From an optimization exercise on the open Yosys and OpenROAD flow, aimed at small area, a short achievable clock period and few clock cycles; shortcuts taken in it are not production practice.
Only simulation tests tie the RTL to the original design; equivalence was not proved.
Power is estimated from default activity; no workload was simulated.

File: config.mk
export PLATFORM = sky130hd
export DESIGN_NAME = mest_pro
export DESIGN_NICKNAME = mest_pro
export VERILOG_FILES = /design/flow/design.v
export SDC_FILE = /design/flow/constraint.sdc
export NUM_CORES = 4
export LEC_CHECK = 0
export ABC_AREA = 1
export CAP_MARGIN = 20
export CORE_MARGIN = 2
export CORE_UTILIZATION = 60
export CTS_BUF_LIST = sky130_fd_sc_hd__clkbuf_8
export GPL_TIMING_DRIVEN = 1
export SETUP_SLACK_MARGIN = 2.9
export SLEW_MARGIN = 20
File: flow/run.sh
#!/bin/bash
# Layout: the standard synthesis, then the standard ORFS steps with plain
# buffers (not delay cells) on the ports and free resizing.
set -euo pipefail
bash standard.sh synth > synth.log 2>&1
bash standard.sh BUFFER_PORTS_ARGS="-buffer_cell sky130_fd_sc_hd__buf_1" MATCH_CELL_FOOTPRINT=0 finish > layout.log 2>&1
File: design.v
module mest_pro_ctrlr(
    input  clk,
    input  i_reset_n,
    input  i_start,
    input  i_redirect,
    input  i_halt,
    output o_start,
    output reg o_run,
    output reg o_issue,
    output reg o_all_done
);
reg  halted;
wire start = i_start & ~o_run & ~halted & ~o_all_done;
assign o_start = start;
always @(posedge clk or negedge i_reset_n)
begin
    if (~i_reset_n) begin
        o_run      <= 1'b0;
        o_issue    <= 1'b0;
        halted     <= 1'b0;
        o_all_done <= 1'b0;
    end else begin
        o_run      <= start | (o_run & ~i_halt);
        o_issue    <= start | (o_run & ~i_halt & ~i_redirect);
        halted     <= i_halt;
        o_all_done <= halted;
    end
end
endmodule
module mest_pro_fetch(
    input  clk,
    input  i_reset_n,
    input  i_run,
    input  i_start,
    input  i_halt,
    input  i_jmp,
    input  i_ret,
    input  [7:0] i_const_K,
    output [15:0] o_prog_counter
);
reg [15:0] pc;
reg [15:0] ret_pc;
wire [15:0] pc_inc = pc + 16'd1;
always @(posedge clk or negedge i_reset_n)
begin
    if (~i_reset_n) begin
        pc     <= 16'd0;
        ret_pc <= 16'd0;
    end else begin
        if (i_jmp)
            ret_pc <= pc;
        if (~i_run)
            pc <= {15'd0, i_start};
        else if (i_jmp)
            pc <= {8'd0, i_const_K};
        else if (i_ret)
            pc <= ret_pc;
        else if (i_halt)
            pc <= 16'd0;
        else
            pc <= pc_inc;
    end
end
assign o_prog_counter = pc;
endmodule
module mest_pro_decode(
    input  clk,
    input  i_reset_n,
    input  i_issue,
    input  [27:0] i_instr,
    output reg o_valid,
    output reg o_s0,
    output reg o_cin,
    output reg [7:0] o_a,
    output reg [7:1] o_bm,
    output reg [8:0] o_y
);
wire [3:0] op = i_instr[27:24];
wire [7:0] a  = i_instr[15:8];
wire [7:0] b  = i_instr[7:0];
wire       mul = (op == 4'd2);
reg [7:0] x;
reg [8:0] y;
always @(*)
begin
    x = 8'd0;
    y = 9'd0;
    case (op)
    4'd0: begin x = a; y = {1'b0, b}; end
    4'd1: begin x = a; y = ~{1'b0, b}; end
    4'd2: x = a;
    4'd3: x = a & b;
    4'd4: x = a | b;
    4'd5: x = {1'b0, a[7:1]};
    4'd6: begin x = {a[6:0], 1'b0}; y = {a[7], 8'd0}; end
    4'd7: begin x = ~a; y = {1'b1, 8'd0}; end
    default: ;
    endcase
end
always @(posedge clk or negedge i_reset_n)
begin
    if (~i_reset_n)
        o_valid <= 1'b0;
    else
        o_valid <= i_issue;
end
always @(posedge clk)
begin
    o_s0  <= mul ? b[0] : 1'b1;
    o_bm  <= mul ? b[7:1] : 7'd0;
    o_cin <= (op == 4'd1);
    o_a   <= x;
    o_y   <= y;
end
endmodule
module mest_pro_exec(
    input  clk,
    input  i_reset_n,
    input  i_valid,
    input  i_s0,
    input  i_cin,
    input  [7:0] i_a,
    input  [7:1] i_bm,
    input  [8:0] i_y,
    output reg o_valid_result,
    output reg [7:0] o_result,
    output reg o_carry,
    output reg o_zero_flag
);
wire p_1 = (i_a[6] & i_s0) ^ (i_a[4] & i_bm[2]);
wire p_2 = (i_a[6] & i_s0) & (i_a[4] & i_bm[2]);
wire p_3 = (i_a[7] & i_s0) ^ (i_a[5] & i_bm[2]) ^ (i_a[4] & i_bm[3]);
wire p_4 = ((i_a[7] & i_s0) & (i_a[5] & i_bm[2])) | ((i_a[4] & i_bm[3]) & ((i_a[7] & i_s0) ^ (i_a[5] & i_bm[2])));
wire p_5 = (i_a[3] & i_bm[4]) ^ (i_a[2] & i_bm[5]);
wire p_6 = (i_a[3] & i_bm[4]) & (i_a[2] & i_bm[5]);
wire p_7 = (i_a[6] & i_bm[2]) ^ (i_a[5] & i_bm[3]) ^ (i_a[4] & i_bm[4]);
wire p_8 = ((i_a[6] & i_bm[2]) & (i_a[5] & i_bm[3])) | ((i_a[4] & i_bm[4]) & ((i_a[6] & i_bm[2]) ^ (i_a[5] & i_bm[3])));
wire p_9 = (i_a[3] & i_bm[5]) ^ (i_a[2] & i_bm[6]);
wire p_10 = (i_a[3] & i_bm[5]) & (i_a[2] & i_bm[6]);
wire p_11 = (i_a[4] & i_s0) ^ (i_a[2] & i_bm[2]);
wire p_12 = (i_a[4] & i_s0) & (i_a[2] & i_bm[2]);
wire p_13 = (i_a[5] & i_s0) ^ (i_a[3] & i_bm[2]) ^ (i_a[2] & i_bm[3]);
wire p_14 = ((i_a[5] & i_s0) & (i_a[3] & i_bm[2])) | ((i_a[2] & i_bm[3]) & ((i_a[5] & i_s0) ^ (i_a[3] & i_bm[2])));
wire p_15 = (i_a[1] & i_bm[4]) ^ (i_a[0] & i_bm[5]);
wire p_16 = (i_a[1] & i_bm[4]) & (i_a[0] & i_bm[5]);
wire p_17 = (i_a[3] & i_bm[3]) ^ (i_a[2] & i_bm[4]) ^ (i_a[1] & i_bm[5]);
wire p_18 = ((i_a[3] & i_bm[3]) & (i_a[2] & i_bm[4])) | ((i_a[1] & i_bm[5]) & ((i_a[3] & i_bm[3]) ^ (i_a[2] & i_bm[4])));
wire p_19 = (i_a[0] & i_bm[6]) ^ ((i_a[5] & i_bm[1]) | i_y[6]) ^ p_1;
wire p_20 = ((i_a[0] & i_bm[6]) & ((i_a[5] & i_bm[1]) | i_y[6])) | (p_1 & ((i_a[0] & i_bm[6]) ^ ((i_a[5] & i_bm[1]) | i_y[6])));
wire p_21 = (i_a[1] & i_bm[6]) ^ (i_a[0] & i_bm[7]) ^ ((i_a[6] & i_bm[1]) | i_y[7]);
wire p_22 = ((i_a[1] & i_bm[6]) & (i_a[0] & i_bm[7])) | (((i_a[6] & i_bm[1]) | i_y[7]) & ((i_a[1] & i_bm[6]) ^ (i_a[0] & i_bm[7])));
wire p_23 = p_2 ^ p_5 ^ p_3;
wire p_24 = (p_2 & p_5) | (p_3 & (p_2 ^ p_5));
wire p_25 = (i_a[1] & i_bm[7]) ^ ((i_a[7] & i_bm[1]) | i_y[8]) ^ p_6;
wire p_26 = ((i_a[1] & i_bm[7]) & ((i_a[7] & i_bm[1]) | i_y[8])) | (p_6 & ((i_a[1] & i_bm[7]) ^ ((i_a[7] & i_bm[1]) | i_y[8])));
wire p_27 = p_9 ^ p_4 ^ p_7;
wire p_28 = (p_9 & p_4) | (p_7 & (p_9 ^ p_4));
wire p_29 = (i_a[3] & i_s0) ^ (i_a[1] & i_bm[2]);
wire p_30 = (i_a[3] & i_s0) & (i_a[1] & i_bm[2]);
wire p_31 = (i_a[1] & i_bm[3]) ^ (i_a[0] & i_bm[4]) ^ ((i_a[3] & i_bm[1]) | i_y[4]);
wire p_32 = ((i_a[1] & i_bm[3]) & (i_a[0] & i_bm[4])) | (((i_a[3] & i_bm[1]) | i_y[4]) & ((i_a[1] & i_bm[3]) ^ (i_a[0] & i_bm[4])));
wire p_33 = ((i_a[4] & i_bm[1]) | i_y[5]) ^ p_12 ^ p_15;
wire p_34 = (((i_a[4] & i_bm[1]) | i_y[5]) & p_12) | (p_15 & (((i_a[4] & i_bm[1]) | i_y[5]) ^ p_12));
wire p_35 = p_16 ^ p_14 ^ p_17;
wire p_36 = (p_16 & p_14) | (p_17 & (p_16 ^ p_14));
wire p_37 = p_18 ^ p_21 ^ p_20;
wire p_38 = (p_18 & p_21) | (p_20 & (p_18 ^ p_21));
wire p_39 = p_22 ^ p_25 ^ p_24;
wire p_40 = (p_22 & p_25) | (p_24 & (p_22 ^ p_25));
reg [25:0] q;
reg v1;
always @(posedge clk)
begin
    q[0] <= i_y[0];
    q[1] <= i_cin;
    q[2] <= (i_a[0] & i_s0);
    q[3] <= (i_a[1] & i_s0);
    q[4] <= ((i_a[0] & i_bm[1]) | i_y[1]);
    q[5] <= (i_a[2] & i_s0);
    q[6] <= (i_a[0] & i_bm[2]);
    q[7] <= ((i_a[1] & i_bm[1]) | i_y[2]);
    q[8] <= (i_a[0] & i_bm[3]);
    q[9] <= ((i_a[2] & i_bm[1]) | i_y[3]);
    q[10] <= p_29;
    q[11] <= p_30;
    q[12] <= p_11;
    q[13] <= p_31;
    q[14] <= p_32;
    q[15] <= p_13;
    q[16] <= p_33;
    q[17] <= p_34;
    q[18] <= p_19;
    q[19] <= p_35;
    q[20] <= p_36;
    q[21] <= p_23;
    q[22] <= p_37;
    q[23] <= p_27;
    q[24] <= p_38;
    q[25] <= p_39;
end
wire s_1 = q[0] ^ q[1];
wire s_2 = q[0] & q[1];
wire s_3 = q[3] ^ q[4];
wire s_4 = q[3] & q[4];
wire s_5 = q[5] ^ q[6] ^ q[7];
wire s_6 = (q[5] & q[6]) | (q[7] & (q[5] ^ q[6]));
wire s_7 = q[8] ^ q[9] ^ q[10];
wire s_8 = (q[8] & q[9]) | (q[10] & (q[8] ^ q[9]));
wire s_9 = q[11] ^ q[12] ^ q[13];
wire s_10 = (q[11] & q[12]) | (q[13] & (q[11] ^ q[12]));
wire s_11 = q[14] ^ q[15] ^ q[16];
wire s_12 = (q[14] & q[15]) | (q[16] & (q[14] ^ q[15]));
wire s_13 = q[17] ^ q[18] ^ q[19];
wire s_14 = (q[17] & q[18]) | (q[19] & (q[17] ^ q[18]));
wire s_15 = q[20] ^ q[21] ^ q[22];
wire s_16 = (q[20] & q[21]) | (q[22] & (q[20] ^ q[21]));
wire s_17 = q[23] ^ q[24] ^ q[25];
wire s_18 = (q[23] & q[24]) | (q[25] & (q[23] ^ q[24]));
wire [8:0] fx, fy;
assign fx[0] = q[2];
assign fx[1] = s_3;
assign fx[2] = s_5;
assign fx[3] = s_7;
assign fx[4] = s_9;
assign fx[5] = s_11;
assign fx[6] = s_13;
assign fx[7] = s_15;
assign fx[8] = s_17;
assign fy[0] = s_1;
assign fy[1] = s_2;
assign fy[2] = s_4;
assign fy[3] = s_6;
assign fy[4] = s_8;
assign fy[5] = s_10;
assign fy[6] = s_12;
assign fy[7] = s_14;
assign fy[8] = s_16;
wire [8:0] ag = fx & fy;
wire [8:0] ap = fx ^ fy;
wire ag0_1 = ag[1] | (ap[1] & ag[0]);
wire ap0_1 = ap[1] & ap[0];
wire ag0_3 = ag[3] | (ap[3] & ag[2]);
wire ap0_3 = ap[3] & ap[2];
wire ag0_5 = ag[5] | (ap[5] & ag[4]);
wire ap0_5 = ap[5] & ap[4];
wire ag0_7 = ag[7] | (ap[7] & ag[6]);
wire ap0_7 = ap[7] & ap[6];
wire ag1_2 = ag[2] | (ap[2] & ag0_1);
wire ap1_2 = ap[2] & ap0_1;
wire ag1_3 = ag0_3 | (ap0_3 & ag0_1);
wire ap1_3 = ap0_3 & ap0_1;
wire ag1_6 = ag[6] | (ap[6] & ag0_5);
wire ap1_6 = ap[6] & ap0_5;
wire ag1_7 = ag0_7 | (ap0_7 & ag0_5);
wire ap1_7 = ap0_7 & ap0_5;
wire ag2_4 = ag[4] | (ap[4] & ag1_3);
wire ap2_4 = ap[4] & ap1_3;
wire ag2_5 = ag0_5 | (ap0_5 & ag1_3);
wire ap2_5 = ap0_5 & ap1_3;
wire ag2_6 = ag1_6 | (ap1_6 & ag1_3);
wire ap2_6 = ap1_6 & ap1_3;
wire ag2_7 = ag1_7 | (ap1_7 & ag1_3);
wire ap2_7 = ap1_7 & ap1_3;
wire ag3_8 = ag[8] | (ap[8] & ag2_7);
wire ap3_8 = ap[8] & ap2_7;
wire [8:0] rh = {ap[8] ^ ag2_7, ap[7] ^ ag2_6, ap[6] ^ ag2_5, ap[5] ^ ag2_4, ap[4] ^ ag1_3, ap[3] ^ ag1_2, ap[2] ^ ag0_1, ap[1] ^ ag[0], ap[0]};
wire       zh = ((fx ^ fy) == {fx[7:0] | fy[7:0], 1'b0});
wire [8:0] r = rh;
wire       zero = zh;
always @(posedge clk or negedge i_reset_n)
begin
    if (~i_reset_n) begin
        v1             <= 1'b0;
        o_valid_result <= 1'b0;
    end else begin
        v1             <= i_valid;
        o_valid_result <= v1;
    end
end
always @(posedge clk)
begin
    o_result    <= r[7:0];
    o_carry     <= r[8];
    o_zero_flag <= zero;
end
endmodule
module mest_pro#(
    parameter OP_CODE_SIZE     = 4,
    parameter INSTRUCTION_SIZE = OP_CODE_SIZE + 8 + 8 + 8,
    parameter ROM_DEPTH = 65536
)(
    input clk,
    input i_reset_n,
    input i_start,
    output [$clog2(ROM_DEPTH)-1  :0] o_prog_counter,
    input [INSTRUCTION_SIZE-1    :0] i_instruction,
    output [8-1 :0] o_result,
    output o_valid_result,
    output o_carry,
    output o_zero_flag,
    output o_all_done
);
wire       issue;       
wire       run;         
wire       start;
wire [3:0] op   = i_instruction[27:24];
wire       is_jmp  = issue & (op == 4'd8);
wire       is_ret  = issue & (op == 4'd9);
wire       is_halt = issue & (op == 4'd15);
wire       x_s0, x_cin;
wire [7:0] x_a;
wire [7:1] x_bm;
wire [8:0] x_y;
wire       x_valid;
mest_pro_ctrlr u_ctrlr(
    .clk        (clk),
    .i_reset_n  (i_reset_n),
    .i_start    (i_start),
    .i_redirect (is_jmp | is_ret),
    .i_halt     (is_halt),
    .o_start    (start),
    .o_run      (run),
    .o_issue    (issue),
    .o_all_done (o_all_done)
);
mest_pro_fetch u_fetch(
    .clk            (clk),
    .i_reset_n      (i_reset_n),
    .i_run          (run),
    .i_start        (start),
    .i_halt         (is_halt),
    .i_jmp          (is_jmp),
    .i_ret          (is_ret),
    .i_const_K      (i_instruction[23:16]),
    .o_prog_counter (o_prog_counter)
);
mest_pro_decode u_decode(
    .clk        (clk),
    .i_reset_n  (i_reset_n),
    .i_issue    (issue),
    .i_instr    (i_instruction),
    .o_valid    (x_valid),
    .o_s0       (x_s0),
    .o_cin      (x_cin),
    .o_a        (x_a),
    .o_bm       (x_bm),
    .o_y        (x_y)
);
mest_pro_exec u_exec(
    .clk            (clk),
    .i_reset_n      (i_reset_n),
    .i_valid        (x_valid),
    .i_s0           (x_s0),
    .i_cin          (x_cin),
    .i_a            (x_a),
    .i_bm           (x_bm),
    .i_y            (x_y),
    .o_valid_result (o_valid_result),
    .o_result       (o_result),
    .o_carry        (o_carry),
    .o_zero_flag    (o_zero_flag)
);
endmodule
File: constraint.sdc
create_clock -name core_clock -period 5.0 [get_ports {clk}]
set_input_delay 1.0000 -clock core_clock [delete_from_list [all_inputs] [get_ports {clk}]]
set_output_delay 1.0000 -clock core_clock [all_outputs]
set_load 0.01 [all_outputs]
File: standard.sh
#!/bin/bash
# synth_recipe.tcl (not shown) runs the flow's synth.tcl, then flattens the netlist and writes it again
# the make line also repeats each setting of config.mk as NAME=value (left out here)
make -C /OpenROAD-flow-scripts/flow DESIGN_CONFIG=/design/flow/config.mk WORK_HOME=/design/flow/orfs CLKGATE_MAP_FILE= SYNTH_SCRIPT=/design/flow/synth_recipe.tcl "${@:-finish}"
==> run_results.csv, run 1 <==
group,metric,value,unit
synth,synth_nets,677,
routing,vias,4007,
sta,timing.final.ws_setup,2970,ps
sta,skew,9.78,ps
critical_path,crit_chain,"inv_1 -> fa_1 -> inv_2 -> ha_4 -> a21oi_2 -> nand2_2 -> fa_2 -> xor2_1",
cells_and_area,final_cell_area,5620,um^2
routing,dr.pass1.iters,6,
synth,yosysSeqAreaShare,0.439,
critical_path,cp.arrival,2280,ps
synth,syn_inst,604,
synth,synth_area_leaders,"dfxtp_1 (25%), dfrtp_1 (19%), nand2_1 (13%)",
global_route,grt-busiest-layer,"met2",
routing,routed_wl,10500,um
cells_and_area,nNetsFinal,739,
flow_run,maxCapViolations,0,
floorplan,start_util,0.618,
synth,ys_types,38,
floorplan,fp.dieW,95.8,um
sta,fmax,492,MHz
critical_path,crit_type,"reg -> reg",
floorplan,die_area,9180,um^2
power_and_ir_drop,power.switching,0.000561,W
synth,synth_edf_count,0,
synth,synth-seq-cells,101,
clocking,clk_latency,350,ps
global_route,grt_pass1_vias,3720,
critical_path,crit_buf_inv,2,
clocking,cts_sinks,101,
critical_path,critPathMaxStageDelay,580,ps
sta,setup_viol,0,
global_route,grt_pass1_wl,17100,um
power_and_ir_drop,p_clk_frac,0.265,
synth,syn_area,5060,um^2
cells_and_area,final_util,0.687,
synth,synthMostInstantiatedCell,"nand2_1",
synth,ys_async_sr_fraction,0.386,
global_route,antenna_found_initial,0,
cells_and_area,syn2layout_area_growth,11.1,%
sta,worst_slew_pin_slew,975,ps
floorplan,rows,33,
synth,syn_area_per_cell,8.37,um^2
global_route,grt_max_degree,40,
power_and_ir_drop,ir_drop,182,uV
clocking,cts_buffers,9,
critical_path,cpLargestDelayFamily,"adder cells",
floorplan,pin_count,59,
critical_path,cp_slowest_cell,"fa_1",
power_and_ir_drop,p_leak,2.84,nW
synth,ys_top_cells_by_count,"nand2_1 (176), inv_1 (87), dfxtp_1 (62)",
placed_design,pre_cts_ws,2120,ps
power_and_ir_drop,pwr-share-seq,0.553,
sta,rsz0062_at_grt,"true",
sta,maxSlewViolCount,0,
sta,slew_headroom,0.350,
synth,synth_top_area_share,0.245,
routing,vias_per_cell,5.16,
cells_and_area,fill_cells,694,
worst_hold_path,hp-class,"reg -> reg",
critical_path,reg2reg_to,"u_exec.o_result[5]",
cells_and_area,drive_above_1_share,0.0775,
power_and_ir_drop,powerDensity,319,nW/um^2
synth,synth_top_area_cell,"dfxtp_1",
global_route,track_usage,0.243,
routing,wl_per_cell,13.6,um
clocking,ctsHtreeMaxLevel,3,
placed_design,placed_cell_area,5340,um^2
critical_path,r2r_slack,2970,ps
placed_design,place_hpwl,7810,um
synth,ys.flop_type,"dfxtp_1",
worst_hold_path,hold_start,"u_decode.o_y[0]",
floorplan,die-height,95.8,um
critical_path,critPathLaunchType,"register",
critical_path,crit_path_end_kind,"register",
critical_path,r2r_start,"u_exec.q[8]",
critical_path,ff2ff_path_depth,8,
worst_hold_path,hold_end,"u_exec.q[0]",
placed_design,port_buffers,58,
sta,final_hold_viol_count,0,
sta,tns,0,ps
clocking,cts_root_buffer,"clkbuf_8",
critical_path,cp_max_fo,5,
routing,remaining_drc_errors,0,
clocking,cts_tree,"built",
global_route,grt_use_met3,0.0446,
global_route,met1_usage,0.338,
clocking,hold_buffers,0,
outcome,status,"complete, no violations",
synth,ys_warn_count,4,
sta,worst_hold_slack,337,ps
cells_and_area,antenna_cells,0,
routing,drt_iter0_drc,210,
sta,period_needed,2030,ps
power_and_ir_drop,switching_share,0.313,
global_route,met2_usage,0.385,
clocking,clk_pin_slew_worst_paths,90,ps
floorplan,core-area,8180,um^2
critical_path,worstPathRequired,5240,ps
worst_hold_path,whs_path_depth,0,
power_and_ir_drop,comb_power_share,0.181,
placed_design,gp_congestion,0.881,
power_and_ir_drop,power.internal,0.00123,W
clocking,cts_buffer_depth,2,
global_route,overflow,0,
routing,final_antenna_net_count,0,
sta,min_period_over_period,0.406,
worst register-to-register path: stages, from the launching register on:
cell     delay (ps)
dfxtp_1         310
inv_1            50
fa_1            580
inv_2            50
ha_4            230
a21oi_2         140
nand2_2          80
fa_2            330
xor2_1          160
state kept, by name, summed over array words and instances, names as in the netlist, 7 cells and up:
signal / cells
u_decode.o_bm: 7
u_exec.o_result: 8
u_fetch.ret_pc: 16
u_exec.q: 26
u_decode.o_a: 8
u_decode.o_y: 9
u_fetch.pc: 16
final cells by class:
| type | instances | area [um^2] | share of cell area |
|---|---|---|---|
| multi-input combinational | 400 | 2480 | 0.441 |
| clock buffer | 11 | 151 | 0.0269 |
| clock inverter | 5 | 35.0 | 0.00624 |
| timing repair buffer | 61 | 243 | 0.0432 |
| tap | 105 | 131 | 0.0234 |
| sequential | 101 | 2230 | 0.396 |
| inverter | 93 | 352 | 0.0626 |
cell usage in the layout, fill, tap and decap left out, types with 4 or more instances in the layout:
cell / count
clkbuf_8: 11
inv_1: 86
o21bai_1: 5
inv_2: 7
a21o_1: 8
nand4_1: 5
buf_1: 56
a21oi_1: 20
xor2_1: 11
fa_1: 16
o211ai_1: 7
ha_1: 21
o21ai_1: 4
xnor2_1: 9
nand2_1: 175
o21ai_0: 30
nand3_1: 24
nor2_1: 33
dfxtp_1: 58
dfrtp_1: 39
through the flow:
step	instances	power [W]
3_3_place_gp	756	0.00131
3_5_place_dp	756	0.00132
2_1_floorplan	604	0.00120
6_report	776	0.00179
4_1_cts	775	0.00180
5_1_grt	776	0.00190
cell families (layout without fill, tap and decap cells):
| kind of cell | after synthesis | count (layout) | synth area share |
|---|---|---|---|
| AOI/OAI and AO/OA | 83 | 83 | 0.0963 |
| xor gates and xnor gates | 21 | 21 | 0.0364 |
| DFF | 101 | 101 | 0.439 |
| buffers and inverters | 104 | 170 | 0.0841 |
| adders and majority gates | 42 | 42 | 0.132 |
| and+or+nand+nor | 253 | 254 | 0.213 |
how the worst max path moves through the flow:
stage / slack [ps] / from / endpoint / depth (start not counted)
after floorplan: 2930 / u_exec.q[8] / u_exec.o_result[5] / 8
after global placement: 2190 / i_instruction[25] / u_fetch.pc[8] / 7
after detailed placement: 2120 / i_instruction[25] / u_fetch.pc[13] / 7
after CTS: 2900 / u_decode.o_s0 / u_exec.q[25] / 7
after global routing: 2860 / u_exec.q[8] / u_exec.o_result[5] / 8
final: 2970 / u_exec.q[8] / u_exec.o_result[5] / 8
repair_timing:
| item | in CTS | in global routing |
|---|---|---|
| gates resized for setup | 5 | 17 |
| endpoints found under the setup margin | 43 | 28 |
| setup buffers | 2 | 1 |
| pin swaps | 3 | 5 |
| cloned | 1 | 0 |
routing by layer:
metal	vias up	share of wire
met1	1860	0.47
met5	-	0
li1	2006	-
met3	19	0.054
met2	122	0.46
met4	0	0.018
power by group through the flow:
| stage | Combinational, W | Sequential [W] | Clock, W |
|---|---|---|---|
| after detailed placement | 0.000314 | 0.00101 | 0 |
| after global routing | 0.000374 | 0.00101 | 0.000521 |
| after floorplan | 0.000209 | 0.000991 | 0 |
| after global placement | 0.000303 | 0.00101 | 0 |
| after CTS | 0.000320 | 0.000993 | 0.000489 |
| final | 0.000325 | 0.000991 | 0.000475 |
Testbench counts, summed over its fixed seeds: cycles 7,274.
==> inputs of run 2 (changes only) <==
--- a/config.mk
+++ b/config.mk
@@ -10,6 +10,5 @@
 export CORE_MARGIN = 2
 export CORE_UTILIZATION = 60
 export CTS_BUF_LIST = sky130_fd_sc_hd__clkbuf_8
-export GPL_TIMING_DRIVEN = 1
 export SETUP_SLACK_MARGIN = 2.9
 export SLEW_MARGIN = 20
==> run_results.csv, run 2 <==
group,metric,value,unit
outcome,status,"complete, no violations",
synth,synth_top_area_cell,"dfxtp_1",
clocking,cts_buffers,9,
cells_and_area,drive_above_1_share,0.0775,
routing,final_antenna_net_count,0,
floorplan,pin_count,59,
clocking,hold_buffers,0,
critical_path,crit_type,"reg -> reg",
clocking,clk_pin_slew_worst_paths,90,ps
clocking,cts_root_buffer,"clkbuf_8",
cells_and_area,largest_register_ffs,26,
critical_path,r2r_slack,2970,ps
clocking,ctsHtreeMaxLevel,3,
synth,synthMostInstantiatedCell,"nand2_1",
critical_path,crit_path_end_kind,"register",
floorplan,rows,33,
global_route,track_usage,0.243,
cells_and_area,final_util,0.687,
power_and_ir_drop,p_leak,2.84,nW
worst_hold_path,hp-class,"reg -> reg",
synth,ys_types,38,
synth,synth_top_family_by_area,"simple AND/OR/NAND/NOR gates",
floorplan,die_area,9180,um^2
sta,min_period_over_period,0.406,
cells_and_area,layout_common_cells,"nand2_1 (175), inv_1 (86), dfxtp_1 (58)",
sta,maxSlewViolCount,0,
global_route,grt_pass1_wl,17100,um
clocking,cts_sinks,101,
power_and_ir_drop,powerDensity,319,nW/um^2
cells_and_area,final_cell_count_no_fill,776,
sta,worst_slew_pin_slew,975,ps
sta,skew,9.78,ps
flow_run,maxCapViolations,0,
worst_hold_path,whs_path_depth,0,
sta,setup_viol,0,
floorplan,core-area,8180,um^2
placed_design,dp.cells,756,
critical_path,ff2ff_path_depth,8,
cells_and_area,syn2layout_area_growth,11.1,%
placed_design,gp_congestion,0.881,
global_route,overflow,0,
critical_path,worstPathRequired,5240,ps
floorplan,die-height,95.8,um
synth,synth_area_leaders,"dfxtp_1 (25%), dfrtp_1 (19%), nand2_1 (13%)",
cells_and_area,antenna_cells,0,
cells_and_area,nNetsFinal,739,
clocking,cts_tree,"built",
critical_path,cp.arrival,2280,ps
placed_design,port_buffers,58,
routing,remaining_drc_errors,0,
synth,synth_edf_count,0,
cells_and_area,largest-register,"u_exec.q",
routing,drt_iter0_drc,210,
clocking,cts_buffer_depth,2,
cells_and_area,layout_commonest_cell,"nand2_1",
routing,wl_per_cell,13.6,um
synth,ys.flop_type,"dfxtp_1",
global_route,grt_max_degree,40,
synth,ys_top_cells_by_count,"nand2_1 (176), inv_1 (87), dfxtp_1 (62)",
synth,syn_area,5060,um^2
cells_and_area,final_cell_area,5620,um^2
synth,synthAdderAreaFrac,0.132,
global_route,grt_pass1_vias,3720,
floorplan,fp.dieW,95.8,um
synth,syn_inst,604,
placed_design,placed_cell_area,5340,um^2
routing,dr.pass1.iters,6,
routing,vias_per_cell,5.16,
sta,fmax,492,MHz
sta,worst_hold_slack,337,ps
sta,rsz0062_at_grt,"true",
routing,vias,4007,
synth,ys_async_sr_fraction,0.386,
sta,period_needed,2030,ps
synth,ys_warn_count,4,
synth,yosysSeqAreaShare,0.439,
cells_and_area,reg.largest.list,"u_exec.q: 26 flops, u_fetch.pc: 16 flops, u_fetch.ret_pc: 16 flops",
placed_design,place_hpwl,7810,um
critical_path,critPathLaunchType,"register",
synth,synth_nets,677,
sta,final_hold_viol_count,0,
sta,tns,0,ps
synth,synth-seq-cells,101,
power_and_ir_drop,ir_drop,182,uV
global_route,antenna_found_initial,0,
synth,synth_mux_area_frac,0,
clocking,clk_latency,350,ps
synth,synthXorXnorAreaFrac,0.0364,
synth,synth_top_area_share,0.245,
synth,yosys.area_share.simple,0.213,
sta,slew_headroom,0.350,
critical_path,cp_max_fo,5,
routing,routed_wl,10500,um
floorplan,start_util,0.618,
synth,syn_area_per_cell,8.37,um^2
synth,synth-compound-area-share,0.0963,
[run 2: routing by layer]
layer | track usage | wire length (um) | part of all wire | up-vias
met5 | 0 | 0 | 0 | -
met4 | 0.0786 | 192 | 0.018 | 0
met3 | 0.0446 | 574 | 0.054 | 19
met2 | 0.385 | 4870 | 0.46 | 122
met1 | 0.338 | 4910 | 0.47 | 1860
li1 | - | - | - | 2006
[run 2: path summary, 6_finish.rpt]
path                                       from            endpoint
worst max-delay path                u_exec.q[8]  u_exec.o_result[5]
worst min-delay path            u_decode.o_y[0]         u_exec.q[0]
worst max register to register      u_exec.q[8]  u_exec.o_result[5]
worst min register to register  u_decode.o_y[0]         u_exec.q[0]
max in group asynchronous             i_reset_n      u_fetch.pc[14]
min in group asynchronous             i_reset_n  u_ctrlr.o_all_done
[run 2: through the flow]
step	setup WS (ps)	power, W
final	2970	0.00179
after global routing	2860	0.00190
after CTS	2900	0.00180
after detailed placement	2120	0.00132
after global placement	2190	0.00131
after floorplan	2930	0.00120
[run 2: final cells by class]
| cell class | count | area, um^2 |
|---|---|---|
| multi-input cells | 400 | 2480 |
| fillers | 694 | 2560 |
| flip-flops and latches | 101 | 2230 |
| repair buffers | 61 | 243 |
| inverters | 93 | 352 |
| well taps | 105 | 131 |
| clock buffers | 11 | 151 |
| clock inverters | 5 | 35.0 |
[run 2: repair_timing]
action                     in CTS  in global routing
buffers inserted                2                  1
pin swaps                       3                  5
setup endpoints to repair      43                 28
cloned                          1                  0
gates resized for setup         5                 17
[run 2: kinds of logic (layout without fill, tap and decap cells)]
kind of cell,count (synthesis),after routing
AO/OA/AOI/OAI,83,83
XOR/XNOR,21,21
adder cells (fa/ha/maj),42,42
buffers and inverters,104,170
flip-flops,101,101
AND/OR/NAND/NOR,253,254
[run 2: power breakdown]
| part | leakage [nW] | total [W] | switching [W] | internal (W) |
|---|---|---|---|---|
| registers | 1.03 | 0.000991 | 0.0000884 | 0.000903 |
| clock network | 0.0973 | 0.000475 | 0.000267 | 0.000209 |
| logic | 1.72 | 0.000325 | 0.000206 | 0.000120 |
[run 2: critical path, stage by stage, from the launching register on]
cell     delay, ps
dfxtp_1        310
inv_1           50
fa_1           580
inv_2           50
ha_4           230
a21oi_2        140
nand2_2         80
fa_2           330
xor2_1         160
==> inputs of run 3 (changes only) <==
--- a/config.mk
+++ b/config.mk
@@ -12,3 +12,4 @@
 export CTS_BUF_LIST = sky130_fd_sc_hd__clkbuf_8
 export SETUP_SLACK_MARGIN = 2.9
 export SLEW_MARGIN = 20
+export TNS_END_PERCENT = 20
==> run_results.csv, run 3 <==
group,metric,value,unit
cells_and_area,largest_register_ffs,26,
synth,synth_mux_area_frac,0,
sta,tns,0,ps
clocking,clk_pin_slew_worst_paths,90,ps
routing,drt_iter0_drc,244,
synth,ys_top_cells_by_count,"nand2_1 (176), inv_1 (87), dfxtp_1 (62)",
critical_path,reg2reg_to,"u_exec.o_result[5]",
placed_design,place_hpwl,7810,um
placed_design,gp_congestion,0.881,
flow_run,maxCapViolations,0,
critical_path,r2r_slack,2860,ps
floorplan,pin_count,59,
routing,dr.pass1.iters,5,
placed_design,port_buffers,58,
cells_and_area,final_cell_area,5560,um^2
synth,yosys.area_share.simple,0.213,
routing,vias_per_cell,5.08,
placed_design,placed_cell_area,5340,um^2
synth,yosysSeqAreaShare,0.439,
cells_and_area,drive_above_1_share,0.0568,
routing,remaining_drc_errors,0,
cells_and_area,layout_common_cells,"nand2_1 (176), inv_1 (88), dfxtp_1 (61)",
critical_path,worstPathRequired,5240,ps
synth,synthMostInstantiatedCell,"nand2_1",
routing,vias,3935,
global_route,track_usage,0.242,
cells_and_area,antenna_cells,0,
cells_and_area,nNetsFinal,737,
synth,synth-compound-area-share,0.0963,
synth,ys_types,38,
worst_hold_path,hold_end,"u_exec.q[0]",
cells_and_area,largest-register,"u_exec.q",
cells_and_area,final_cell_count_no_fill,774,
synth,syn_area_per_cell,8.37,um^2
sta,timing.final.ws_setup,2860,ps
worst_hold_path,hold_start,"u_decode.o_y[0]",
cells_and_area,reg.largest.list,"u_exec.q: 26 flops, u_fetch.pc: 16 flops, u_fetch.ret_pc: 16 flops",
worst_hold_path,hp-class,"reg -> reg",
clocking,cts_buffers,9,
global_route,grt_pass1_vias,3720,
synth,synth_top_area_share,0.245,
power_and_ir_drop,powerDensity,321,nW/um^2
clocking,cts_tree,"built",
synth,ys.flop_type,"dfxtp_1",
floorplan,die_area,9180,um^2
synth,synth_edf_count,0,
power_and_ir_drop,p_leak,2.84,nW
global_route,grt_pass1_wl,17100,um
synth,synthAdderAreaFrac,0.132,
global_route,grt_max_degree,40,
synth,ys_async_sr_fraction,0.386,
critical_path,r2r_start,"u_exec.q[8]",
floorplan,rows,33,
sta,rsz0062_at_grt,"true",
sta,slew_headroom,0.352,
critical_path,ff2ff_path_depth,8,
synth,ys_warn_count,4,
power_and_ir_drop,ir_drop,179,uV
sta,final_hold_viol_count,0,
sta,period_needed,2140,ps
synth,synth_nets,677,
routing,routed_wl,10400,um
critical_path,crit_path_end_kind,"register",
synth,synth_area_leaders,"dfxtp_1 (25%), dfrtp_1 (19%), nand2_1 (13%)",
critical_path,crit_type,"reg -> reg",
synth,syn_inst,604,
clocking,hold_buffers,0,
placed_design,pre_cts_ws,2120,ps
clocking,cts_buffer_depth,2,
placed_design,dp.cells,756,
floorplan,start_util,0.618,
clocking,clk_latency,350,ps
clocking,cts_sinks,101,
floorplan,fp.dieW,95.8,um
sta,setup_viol,0,
cells_and_area,syn2layout_area_growth,9.92,%
synth,synthXorXnorAreaFrac,0.0364,
clocking,cts_root_buffer,"clkbuf_8",
synth,syn_area,5060,um^2
floorplan,core-area,8180,um^2
critical_path,critPathLaunchType,"register",
cells_and_area,final_util,0.680,
cells_and_area,layout_commonest_cell,"nand2_1",
outcome,status,"complete, no violations",
sta,worst_slew_pin_slew,972,ps
routing,wl_per_cell,13.5,um
synth,synth_top_family_by_area,"simple AND/OR/NAND/NOR gates",
global_route,antenna_found_initial,0,
sta,fmax,468,MHz
routing,final_antenna_net_count,0,
floorplan,die-height,95.8,um
worst_hold_path,whs_path_depth,0,
synth,synth_top_area_cell,"dfxtp_1",
global_route,overflow,0,
critical_path,cp_max_fo,5,
critical_path,worstSetupStartpoint,"u_exec.q[8]",
clocking,ctsHtreeMaxLevel,3,
synth,synth-seq-cells,101,
critical_path,cp.arrival,2370,ps
cells_and_area,fill_cells,698,
sta,maxSlewViolCount,0,
sta,min_period_over_period,0.428,
sta,skew,10.1,ps
==> run 3: repair_timing <==
action | in CTS | in global routing
pin swaps | 2 | 0
resized for setup | 2 | 3
endpoints found under the setup margin | 43 | 36
setup buffers | 1 | 0
gates cloned | 1 | 0
==> run 3: cell type report <==
cell class	count	area [um^2]	share of cell area
multi-input combinational	400	2440	0.440
sequential	101	2220	0.399
inverter	93	349	0.0628
tap	105	131	0.0236
clock buffer	11	151	0.0272
clock inverter	5	35.0	0.00630
timing repair buffer	59	228	0.0410
==> run 3: where the power goes <==
group | switching, W | internal [W]
registers | 0.0000889 | 0.000904
logic | 0.000202 | 0.000115
clock network | 0.000268 | 0.000209
total | 0.000559 | 0.00123
==> run 3: worst max path at each step <==
stage	to
global route	u_exec.q[25]
global placement	u_fetch.pc[8]
finish	u_exec.o_result[5]
floorplan	u_exec.o_result[5]
detailed placement	u_fetch.pc[13]
CTS	u_decode.o_y[4]
==> run 3: kinds of logic (layout without fill, tap and decap cells) <==
group,count (synthesis),in the layout
AOI/OAI and AO/OA,83,83
buffers and inverters,104,168
DFF,101,101
and+or+nand+nor,253,254
xor gates and xnor gates,21,21
adders and majority gates,42,42
==> run 3: per-layer routing <==
layer | vias to the layer above | GRT usage | wire length (um)
met2 | 121 | 0.381 | 4770
met3 | 19 | 0.0446 | 616
met5 | - | 0 | 0
met1 | 1795 | 0.337 | 4870
met4 | 0 | 0.0833 | 187
li1 | 2000 | - | -
==> run 3: through the flow <==
stage / total power (W) / hold slack [ps]
final: 0.00179 / 333
after global routing: 0.00189 / 333
after CTS: 0.00180 / 335
after detailed placement: 0.00132 / 320
after global placement: 0.00131 / 320
after floorplan: 0.00120 / 310
==> run 3: worst max-delay path: stages, from the launching register on <==
cell	delay, ps
dfxtp_1	310
inv_1	50
fa_1	570
inv_1	80
ha_4	260
a21oi_1	120
nand2_1	100
fa_1	380
xor2_1	160
==> inputs of run 4 (changes only) <==
--- a/config.mk
+++ b/config.mk
@@ -9,7 +9,6 @@
 export CAP_MARGIN = 20
 export CORE_MARGIN = 2
 export CORE_UTILIZATION = 60
-export CTS_BUF_LIST = sky130_fd_sc_hd__clkbuf_8
+export CTS_BUF_LIST = sky130_fd_sc_hd__clkbuf_16
 export SETUP_SLACK_MARGIN = 2.9
 export SLEW_MARGIN = 20
-export TNS_END_PERCENT = 20
==> run_results.csv, run 4 <==
group,metric,value,unit
sta,worst_hold_slack,329,ps
global_route,overflow,0,
clocking,hold_buffers,0,
power_and_ir_drop,powerDensity,341,nW/um^2
cells_and_area,largest_register_ffs,26,
sta,worst_slew_pin_slew,978,ps
routing,dr.pass1.iters,5,
sta,final_hold_viol_count,0,
flow_run,maxCapViolations,0,
global_route,grt_pass1_wl,17200,um
floorplan,rows,33,
sta,min_period_over_period,0.406,
clocking,cts_root_buffer,"clkbuf_16",
synth,ys.flop_type,"dfxtp_1",
cells_and_area,final_util,0.698,
sta,timing.final.ws_setup,2970,ps
synth,syn_area,5060,um^2
cells_and_area,drive_above_1_share,0.0744,
routing,routed_wl,10600,um
clocking,clk_latency,340,ps
routing,wl_per_cell,13.6,um
critical_path,crit_path_end_kind,"register",
routing,final_antenna_net_count,0,
cells_and_area,reg.largest.list,"u_exec.q: 26 flops, u_fetch.pc: 16 flops, u_fetch.ret_pc: 16 flops",
clocking,cts_sinks,101,
placed_design,pre_cts_ws,2120,ps
power_and_ir_drop,p_leak,2.89,nW
critical_path,crit_type,"reg -> reg",
clocking,clk_pin_slew_worst_paths,70,ps
synth,yosysSeqAreaShare,0.439,
cells_and_area,largest-register,"u_exec.q",
floorplan,core-area,8180,um^2
critical_path,worstPathRequired,5230,ps
clocking,cts_tree,"built",
synth,synth_top_area_cell,"dfxtp_1",
clocking,cts_buffer_depth,2,
global_route,track_usage,0.244,
synth,synthMostInstantiatedCell,"nand2_1",
routing,vias,4023,
cells_and_area,syn2layout_area_growth,12.9,%
cells_and_area,final_cell_count_no_fill,777,
global_route,grt_pass1_vias,3746,
synth,ys_top_cells_by_count,"nand2_1 (176), inv_1 (87), dfxtp_1 (62)",
critical_path,cp_max_fo,5,
sta,tns,0,ps
synth,syn_area_per_cell,8.37,um^2
synth,synth_area_leaders,"dfxtp_1 (25%), dfrtp_1 (19%), nand2_1 (13%)",
synth,ys_async_sr_fraction,0.386,
floorplan,die_area,9180,um^2
cells_and_area,nNetsFinal,740,
synth,synth-seq-cells,101,
floorplan,pin_count,59,
routing,remaining_drc_errors,0,
sta,maxSlewViolCount,0,
floorplan,die-height,95.8,um
worst_hold_path,hp-class,"reg -> reg",
cells_and_area,multi_input_area,2480,um^2
cells_and_area,fill_cells,685,
synth,syn_inst,604,
routing,vias_per_cell,5.18,
sta,slew_headroom,0.348,
synth,synth_nets,677,
critical_path,cp.arrival,2260,ps
clocking,ctsHtreeMaxLevel,3,
global_route,grt_max_degree,40,
placed_design,gp_congestion,0.881,
placed_design,dp.cells,756,
sta,rsz0062_at_grt,"true",
global_route,antenna_found_initial,0,
floorplan,start_util,0.618,
placed_design,port_buffers,58,
synth,ys_types,38,
routing,drt_iter0_drc,174,
synth,synth_top_area_share,0.245,
floorplan,fp.dieW,95.8,um
power_and_ir_drop,ir_drop,174,uV
sta,fmax,493,MHz
critical_path,critPathLaunchType,"register",
synth,synth_edf_count,0,
sta,skew,7.91,ps
clocking,cts_buffers,9,
cells_and_area,layout_common_cells,"nand2_1 (176), inv_1 (86), dfxtp_1 (58)",
cells_and_area,layout_commonest_cell,"nand2_1",
cells_and_area,antenna_cells,0,
outcome,status,"complete, no violations",
sta,setup_viol,0,
cells_and_area,seq_area,2230,um^2
sta,period_needed,2030,ps
synth,ys_warn_count,4,
placed_design,place_hpwl,7810,um
-- run 4: repair_timing --
action	4_1_cts	5_1_grt
setup endpoints to repair	44	19
resized for setup	8	14
pin swaps	3	6
gates cloned	1	0
buffers inserted	2	2
-- run 4: power by group --
group	internal [W]	switching, W	leakage [nW]
combinational	0.000121	0.000205	1.73
clock	0.000334	0.000292	0.132
sequential	0.000904	0.0000880	1.03
-- run 4: worst paths after layout --
check / start / to / slack, ps / depth (start not counted)
worst max-delay path: u_exec.q[8] / u_exec.o_result[5] / 2970 / 8
worst min-delay path: u_decode.o_y[0] / u_exec.q[0] / 330 / 0
worst max register to register: u_exec.q[8] / u_exec.o_result[5] / 2970 / 8
worst min register to register: u_decode.o_y[0] / u_exec.q[0] / 330 / 0
max in group asynchronous: i_reset_n / u_fetch.ret_pc[3] / 3580 / 1
min in group asynchronous: i_reset_n / u_ctrlr.o_all_done / 810 / 1
-- run 4: layout make-up --
cell class / count / area share
clock inverter: 7 / 0.00745
tap: 105 / 0.0230
inverter: 93 / 0.0616
clock buffer: 9 / 0.0394
multi-input combinational: 400 / 0.435
timing repair buffer: 62 / 0.0438
sequential: 101 / 0.390
-- run 4: through the flow --
step,power (W),instance area [um^2]
after floorplan,0.00120,5070
after global placement,0.00131,5340
after detailed placement,0.00132,5340
after CTS,0.00195,5650
after global routing,0.00206,5710
final,0.00194,5710
-- run 4: routing by layer --
metal  GRT usage  part of all wire  vias to the layer above
met5           0                 0                        -
met4      0.0667             0.012                        0
met3      0.0611             0.059                       12
met2       0.383              0.46                      125
met1       0.339              0.47                     1872
li1            -                 -                     2014
-- run 4: critical path: stages (launching register included) --
cell	delay, ps
dfxtp_1	310
inv_1	50
fa_1	570
inv_2	50
ha_4	230
a21oi_2	120
nand2_1	90
fa_2	340
xor2_1	160
-- run 4: kinds of logic after synthesis --
logic type      Yosys count  synth area share
xor+xnor                 21            0.0364
flops                   101             0.439
simple gates            253             0.213
buf+inv                 104            0.0841
compound gates           83            0.0963
fa+ha+maj                42             0.132
==> inputs of run 5 (changes only) <==
--- a/config.mk
+++ b/config.mk
@@ -9,6 +9,6 @@
 export CAP_MARGIN = 20
 export CORE_MARGIN = 2
 export CORE_UTILIZATION = 60
-export CTS_BUF_LIST = sky130_fd_sc_hd__clkbuf_16
+export CTS_BUF_LIST = sky130_fd_sc_hd__clkbuf_4 sky130_fd_sc_hd__clkbuf_8
 export SETUP_SLACK_MARGIN = 2.9
 export SLEW_MARGIN = 20
==> run_results.csv, run 5 <==
group,metric,value,unit
sta,rsz0062_at_grt,"true",
critical_path,crit_chain,"inv_1 -> fa_1 -> inv_2 -> ha_4 -> a21oi_2 -> nand2_2 -> fa_2 -> xor2_1",
global_route,track_usage,0.243,
sta,slew_headroom,0.350,
synth,synth_nets,677,
floorplan,die-height,95.8,um
power_and_ir_drop,comb_power_share,0.181,
floorplan,pin_count,59,
cells_and_area,reg.largest.list,"u_exec.q: 26 flops, u_fetch.pc: 16 flops, u_fetch.ret_pc: 16 flops",
sta,fmax,492,MHz
critical_path,crit_type,"reg -> reg",
floorplan,fp.dieW,95.8,um
sta,worst_hold_slack,337,ps
outcome,status,"complete, no violations",
routing,remaining_drc_errors,0,
sta,skew,9.78,ps
critical_path,cp_max_fo,5,
synth,syn_area,5060,um^2
clocking,cts_root_buffer,"clkbuf_8",
synth,ys.flop_type,"dfxtp_1",
clocking,ctsHtreeMaxLevel,3,
clocking,cts_buffer_depth,2,
sta,final_hold_viol_count,0,
power_and_ir_drop,pwr-share-seq,0.551,
critical_path,cp.arrival,2280,ps
routing,vias_per_cell,5.16,
floorplan,core-area,8180,um^2
routing,dr.pass1.iters,6,
routing,wl_per_cell,13.6,um
flow_run,maxCapViolations,0,
floorplan,die_area,9180,um^2
placed_design,port_buffers,58,
cells_and_area,syn2layout_area_growth,11.2,%
cells_and_area,largest_register_ffs,26,
critical_path,worstPathRequired,5240,ps
synth,ys_types,38,
power_and_ir_drop,p_clk_frac,0.268,
global_route,grt_pass1_wl,17100,um
power_and_ir_drop,ir_drop,182,uV
critical_path,crit_path_end_kind,"register",
critical_path,critPathMaxStageDelay,580,ps
global_route,grt_pass1_vias,3720,
cells_and_area,antenna_cells,0,
global_route,overflow,0,
cells_and_area,fill_cells,693,
synth,synth_area_leaders,"dfxtp_1 (25%), dfrtp_1 (19%), nand2_1 (13%)",
synth,synthMostInstantiatedCell,"nand2_1",
critical_path,cp_slowest_cell,"fa_1",
synth,yosysSeqAreaShare,0.439,
sta,period_needed,2030,ps
power_and_ir_drop,power.switching,0.000561,W
routing,final_antenna_net_count,0,
cells_and_area,drive_above_1_share,0.0790,
floorplan,start_util,0.618,
routing,drt_iter0_drc,210,
cells_and_area,largest-register,"u_exec.q",
sta,setup_viol,0,
floorplan,rows,33,
synth,synth-seq-cells,101,
cells_and_area,layout_common_cells,"nand2_1 (175), inv_1 (85), dfxtp_1 (58)",
routing,routed_wl,10500,um
power_and_ir_drop,p_leak,2.84,nW
synth,syn_area_per_cell,8.37,um^2
critical_path,critPathLaunchType,"register",
cells_and_area,nNetsFinal,739,
sta,worst_slew_pin_slew,975,ps
synth,synth_top_area_cell,"dfxtp_1",
sta,maxSlewViolCount,0,
cells_and_area,layout_commonest_cell,"nand2_1",
critical_path,crit_buf_inv,2,
clocking,clk_pin_slew_worst_paths,90,ps
global_route,grt_max_degree,40,
synth,synth_top_area_share,0.245,
clocking,cts_buffers,9,
power_and_ir_drop,switching_share,0.312,
placed_design,place_hpwl,7810,um
sta,tns,0,ps
power_and_ir_drop,power.internal,0.00124,W
clocking,hold_buffers,0,
clocking,cts_sinks,101,
power_and_ir_drop,powerDensity,320,nW/um^2
synth,synth_edf_count,0,
placed_design,gp_congestion,0.881,
synth,ys_top_cells_by_count,"nand2_1 (176), inv_1 (87), dfxtp_1 (62)",
routing,vias,4007,
global_route,antenna_found_initial,0,
synth,ys_async_sr_fraction,0.386,
clocking,clk_latency,350,ps
clocking,cts_tree,"built",
critical_path,cpLargestDelayFamily,"adder cells",
synth,syn_inst,604,
sta,min_period_over_period,0.406,
worst_hold_path,hp-class,"reg -> reg",
synth,ys_warn_count,4,
run 5: cell counts after synthesis:
No cell type changed its count.
run 5: cell type report:
class / instances / area (um^2) / area share
Clock buffer: 12 / 159 / 0.0283
Inverter: 93 / 352 / 0.0625
Tap cell: 105 / 131 / 0.0234
Timing Repair Buffer: 61 / 243 / 0.0432
Sequential cell: 101 / 2230 / 0.396
Multi-Input combinational cell: 400 / 2480 / 0.441
Clock inverter: 4 / 31.3 / 0.00556
run 5: power groups by stage:
stage / clock network, W / registers, W / logic (W)
2_1_floorplan: 0 / 0.000991 / 0.000209
3_3_place_gp: 0 / 0.00101 / 0.000303
3_5_place_dp: 0 / 0.00101 / 0.000314
4_1_cts: 0.000496 / 0.000993 / 0.000320
5_1_grt: 0.000528 / 0.00101 / 0.000374
6_report: 0.000483 / 0.000991 / 0.000325
run 5: what timing repair did:
item | 4_1_cts | 5_1_grt
setup buffers | 2 | 1
gates cloned | 1 | 0
endpoints found under the setup margin | 43 | 28
hold endpoints to repair | 0 | 0
gates resized for setup | 5 | 17
pin swaps | 3 | 5
run 5: kinds of logic after synthesis:
group           Yosys count  share of synthesized area
simple gates            253                      0.213
buf+inv                 104                     0.0841
flops                   101                      0.439
compound gates           83                     0.0963
fa+ha+maj                42                      0.132
xor+xnor                 21                     0.0364
run 5: path summary, 6_finish.rpt:
kind / end / slack [ps] / start / depth (start not counted)
max: u_exec.o_result[5] / 2970 / u_exec.q[8] / 8
min: u_exec.q[0] / 340 / u_decode.o_y[0] / 0
max reg2reg: u_exec.o_result[5] / 2970 / u_exec.q[8] / 8
min reg2reg: u_exec.q[0] / 340 / u_decode.o_y[0] / 0
max in group asynchronous: u_fetch.pc[14] / 3610 / i_reset_n / 1
min in group asynchronous: u_ctrlr.o_all_done / 790 / i_reset_n / 1
run 5: through the flow:
stage | std cells | instance area [um^2] | util | worst slack, ps | power (W)
floorplan | 604 | 5070 | - | 2930 | 0.00120
global placement | 756 | 5340 | 0.654 | 2190 | 0.00131
detailed placement | 756 | 5340 | 0.654 | 2120 | 0.00132
CTS | 775 | 5570 | 0.681 | 2900 | 0.00181
global route | 776 | 5620 | 0.688 | 2860 | 0.00191
finish | 776 | 5620 | 0.688 | 2970 | 0.00180
run 5: layer usage:
metal  track usage  share of wire
met1         0.338           0.47
met4        0.0786          0.018
met5             0              0
met2         0.385           0.46
met3        0.0446          0.054

-- afterwards: timing with drivers on the ports --
The results above use ideal ports. As a check the final layouts listed here were re-extracted and re-timed, cells and wires unchanged. Step 1 assumes that a clkbuf_16 drives the clock port and a buf_2 every other input. Step 2 also shifts input and output timing later by t, the mid clock arrival at the registers, as if the neighbouring blocks saw the same clock. Slacks: ideal ports / drivers / drivers and shift; pairs: ideal ports / drivers.
run | shift t [ns] | setup slack, ns | latest minus earliest clock arrival (ns) | worst data-port slew with drivers (ns) | cell pins on the clock port's net
run 1 | 0.378 | 2.968 / 2.935 / 2.615 | 0.012 / 0.012 | 0.04 | 1
run 2 | 0.378 | 2.968 / 2.935 / 2.615 | 0.012 / 0.012 | 0.04 | 1
run 3 | 0.380 | 2.862 / 2.862 / 2.535 | 0.012 / 0.011 | 0.04 | 1
run 4 | 0.372 | 2.971 / 2.947 / 2.620 | 0.010 / 0.010 | 0.04 | 1
run 5 | 0.378 | 2.968 / 2.935 / 2.615 | 0.012 / 0.012 | 0.04 | 1
After both steps setup and hold are still met in every run listed.
